From an optimization exercise on the open Yosys and OpenROAD flow, aimed at small area and a short achievable clock period; shortcuts taken in it are not production practice. Only simulation tests tie the RTL to the original design; equivalence was not proved. The flow treats the clock pin as an ideal source, which a real chip does not have. Power figures rest on the tool's default switching activity, not on a simulated workload.

Design execute, start of the top module:
module execute(
    input clk,
    input [1:0] ctlwb_in, ctlm_in,
    input [31:0] npc, rdata1, rdata2, s_extend,
    input [4:0] instr_2016, instr_1511,
    input [1:0] alu_op,
    input [5:0] funct,
    input alusrc, regdst,
    output reg [1:0] ctlwb_out, ctlm_out,
    output reg [31:0] adder_out, alu_result_out, rdata2_out,
    output reg [4:0] muxout_out
);
    wire rtype    = (alu_op == 2'b10);
    wire f_add    = rtype & (funct == 6'b100000);
    wire f_sub    = rtype & (funct == 6'b100010);
    wire op_and   = rtype & (funct == 6'b100100);
    wire op_or    = rtype & (funct == 6'b100101);
    wire op_slt   = rtype & (funct == 6'b101010);
    wire op_arith = (alu_op == 2'b00) | (alu_op == 2'b01) | f_add | f_sub;
    wire sub      = alu_op[0] | (alu_op[1] & funct[1]);
    wire [31:0] ax = rdata1 ^ {32{sub}};
    wire [31:0] b  = alusrc ? s_extend : rdata2;
    wire [31:0] ag = ax & b;
    wire [31:0] at = ax | b;
    wire [31:0] ah = ax ^ b;
    reg [31:0] g, t;
    integer i, j;
    always @(*) begin
        g = ag;
        t = at;
        for (i = 0; i < 5; i = i + 1)
            for (j = (2 << i) - 1; j < 32; j = j + (2 << i)) begin
                g[j] = g[j] | (t[j] & g[j - (1 << i)]);
                t[j] = t[j] & t[j - (1 << i)];
            end
        for (i = 3; i >= 0; i = i - 1)
            for (j = (3 << i) - 1; j < 32; j = j + (2 << i)) begin
                g[j] = g[j] | (t[j] & g[j - (1 << i)]);
                t[j] = t[j] & t[j - (1 << i)];
            end
    end
    wire [31:0] c  = {g[30:0], 1'b0};
    wire        lt = g[31];
    wire [31:0] hs  = ah ^ {32{sub}};
    wire [31:0] lg  = ({32{op_and}} & ag) | ({32{op_or}} & at);
    wire [31:0] r0  = ({32{op_arith}} & hs) | lg;
    wire [31:0] r1  = ({32{op_arith}} & ~hs) | lg;
    wire [31:0] alu_result = (c & r1) | (~c & r0) | {31'b0, op_slt & lt};
    wire [31:0] bg0 = npc & s_extend;
  ...
Size in the first run: about 870 cells after synthesis, about 110 flip-flops.
clock: 3.6 ns
lec_check: 0
cap_margin: 20
core_margin: 2
core_utilization: 40
gpl_timing_driven: 0
setup_slack_margin: 1.6
slew_margin: 20
tns_end_percent: 0
standard.sh (not shown) runs the stock make flow with config.mk's settings and CLKGATE_MAP_FILE= SYNTH_SCRIPT=/design/flow/synth_recipe.tcl, a recipe that flattens the netlist after the stock synthesis.
==> flow/flow/run.sh <==
#!/bin/bash
# The standard layout (standard.sh) with: synthesis through flow/synth.tcl
# (ABC mapping script flow/abc.script, no full/half-adder cell extraction),
# and plain buf_1 cells as the port buffers.
set -euo pipefail
cd "$(dirname "$0")/.."
export MY_ABC_SCRIPT=$PWD/flow/abc.script
bash standard.sh SYNTH_SCRIPT=$PWD/flow/synth.tcl ADDER_MAP_FILE= BUFFER_PORTS_ARGS="-buffer_cell sky130_fd_sc_hd__buf_1"  finish > standard.log 2>&1
==> flow/flow/abc.script <==
strash
dch -f
map -D 1600
topo
buffer -c
upsize -c
dnsize -c
==> flow/flow/synth.tcl <==
# The standard synthesis (synth_recipe.tcl), with ABC's mapping script
# replaced by flow/abc.script (delay-driven mapping).
proc synth {args} { yosys synth -nofsm -noshare {*}$args }
proc abc {args} {
  set i [lsearch $args -script]
  if {$i >= 0} { lset args [expr {$i+1}] $::env(MY_ABC_SCRIPT) }
  yosys abc {*}$args
}
source $::env(SCRIPTS_DIR)/synth.tcl
# left out here: clear keep_hierarchy, flatten, clean up, hide names made inside functions, write 1_2_yosys.v
Change:
--- a/flow/flow/run.sh
+++ b/flow/flow/run.sh
@@ -7,2 +7,2 @@
 export MY_ABC_SCRIPT=$PWD/flow/abc.script
-bash standard.sh SYNTH_SCRIPT=$PWD/flow/synth.tcl ADDER_MAP_FILE= BUFFER_PORTS_ARGS="-buffer_cell sky130_fd_sc_hd__buf_1"  finish > standard.log 2>&1
+bash standard.sh SYNTH_SCRIPT=$PWD/flow/synth.tcl ADDER_MAP_FILE= BUFFER_PORTS_ARGS="-buffer_cell sky130_fd_sc_hd__buf_1" MATCH_CELL_FOOTPRINT=0 finish > standard.log 2>&1
==> flow/flow/abc.script (replaced) <==
strash
dch -f
map -D 1300
topo
buffer -c
upsize -c
dnsize -c
- SETUP_SLACK_MARGIN: 1.6 -> 1.2
After rerunning: Count of clock-buffer cells in the layout goes down by 1. Critical path depth shrinks by 4. Via count rises by 7.8%. Clock power drops by about 2%. Cell area increases by 2.3%. Wire length rose by 7.9%. Worst setup slack improves by 98 ps. Non-clock buffer count came out lower by 3. Sequential power hardly moves.
Change:
==> flow/flow/abc.script (replaced) <==
strash
&get -n
&st
&dch -f
&nf -p
&put
topo
buffer -c
upsize -c
dnsize -c
After rerunning:
- core utilization rises by 3.8 points
- routed wire length falls by 18%
- count of clock-buffer cells in the layout rises by 1
- sequential power hardly moves
Change:
--- a/flow/flow/run.sh
+++ b/flow/flow/run.sh
@@ -7,2 +7,2 @@
 export MY_ABC_SCRIPT=$PWD/flow/abc.script
-bash standard.sh SYNTH_SCRIPT=$PWD/flow/synth.tcl ADDER_MAP_FILE= BUFFER_PORTS_ARGS="-buffer_cell sky130_fd_sc_hd__buf_1" MATCH_CELL_FOOTPRINT=0 finish > standard.log 2>&1
+bash standard.sh SYNTH_SCRIPT=$PWD/flow/synth.tcl ADDER_MAP_FILE= BUFFER_PORTS_ARGS="-buffer_cell sky130_fd_sc_hd__buf_1" POST_CTS_TCL=$PWD/flow/post_cts.tcl finish > standard.log 2>&1
==> flow/flow/abc.script (replaced) <==
strash
dch -f
map -D 1600
topo
buffer -c
upsize -c
dnsize -c
==> flow/flow/post_cts.tcl (new file) <==
# Extra setup repair after CTS, without the footprint restriction, aimed at
# the worst path only.
estimate_parasitics -placement
repair_timing -setup -setup_margin 1.6 -repair_tns 0 -max_passes 200 -verbose
detailed_placement
check_placement -verbose
What happened:
- The new run completed without violations
- total power decreases by a few percent
- sequential share of layout area fell by 1.1 points
- synthesized area went up by a little under a tenth
- global-route usage goes up by 1.9 points
Change:
==> flow/flow/run.sh (replaced) <==
#!/bin/bash
# The standard layout (standard.sh) with: synthesis through flow/synth.tcl
# (ABC mapping script flow/abc.script, no full/half-adder cell extraction),
# and plain buf_1 cells as the port buffers.
set -euo pipefail
cd "$(dirname "$0")/.."
export MY_ABC_SCRIPT=$PWD/flow/abc.script
bash standard.sh SYNTH_SCRIPT=$PWD/flow/synth.tcl ADDER_MAP_FILE= BUFFER_PORTS_ARGS="-buffer_cell sky130_fd_sc_hd__buf_1" MATCH_CELL_FOOTPRINT=0 finish > standard.log 2>&1
==> flow/flow/abc.script (replaced) <==
strash
dch -f
map -D 1300
topo
buffer -c
upsize -c
dnsize -c
- TNS_END_PERCENT: 0 -> 20
removed: flow/flow/post_cts.tcl
The new run ran to the end with no violations.
Non-clock buffer count went up by 21.
Utilization went up by 2.6 points.
Worst setup slack improves by 81 ps.
Wire length went up by about 15%.
Fmax went up by 3.2%.
Combinational power went up by about 7%.
First-iteration DRC count went up by about 30%.
Count of clock-buffer cells in the layout went down by 1.
Via count went up by about 12%.
Worst hold slack degrades by 17 ps.
Change:
--- a/flow/flow/run.sh
+++ b/flow/flow/run.sh
@@ -7,2 +7,2 @@
 export MY_ABC_SCRIPT=$PWD/flow/abc.script
-bash standard.sh SYNTH_SCRIPT=$PWD/flow/synth.tcl ADDER_MAP_FILE= BUFFER_PORTS_ARGS="-buffer_cell sky130_fd_sc_hd__buf_1" MATCH_CELL_FOOTPRINT=0 finish > standard.log 2>&1
+bash standard.sh SYNTH_SCRIPT=$PWD/flow/synth.tcl ADDER_MAP_FILE= BUFFER_PORTS_ARGS="-buffer_cell sky130_fd_sc_hd__buf_1"  finish > standard.log 2>&1
==> flow/flow/abc.script (replaced) <==
strash
dch -f
map -D 1600
topo
buffer -c
upsize -c
dnsize -c
- CORE_UTILIZATION: 40 -> 60
- PLACE_DENSITY: default -> 0.8
- TNS_END_PERCENT: 20 -> 0
Result:
- flip-flop and latch count stays the same
- wire length drops by 11%
- setup slack is worse by 190 ps
- critical path depth climbs by 3
- maximum frequency drops by 7.1%
- sequential share of layout area climbs by 2.8 points
- utilization climbs by 24 points

## port drivers added, routing unchanged
How much do the figures lean on ideal ports? The routed layouts below were timed once more, with nothing changed but the port constraints.
Step 1 sets driving cells, clkbuf_16 on the clock port and buf_2 on the other inputs (assumed; they add their load-dependent delay and slew).
Step 2 moves the port delays by t, midway between the first and last clock arrival at a register: inputs arrive t later, outputs are due t later. That takes back most of the time a late clock gives input paths.
a / b / c = no drivers / after step 1 / after step 2; a / b = the first two.
run	t, ns	setup WS [ns]	worst setup path at the end
the first run	0.394	0.969 / 0.965 / 0.572	input to register
the second run	0.404	1.067 / 1.080 / 0.675	input to register
the third run	0.401	0.490 / 0.496 / 0.095	input to register
the fourth run	0.393	0.991 / 1.007 / 0.614	input to register
the fifth run	0.402	1.072 / 1.070 / 0.668	input to register
the sixth run	0.411	0.879 / 0.886 / 0.475	input to register
After both steps setup and hold are still met in every run listed.
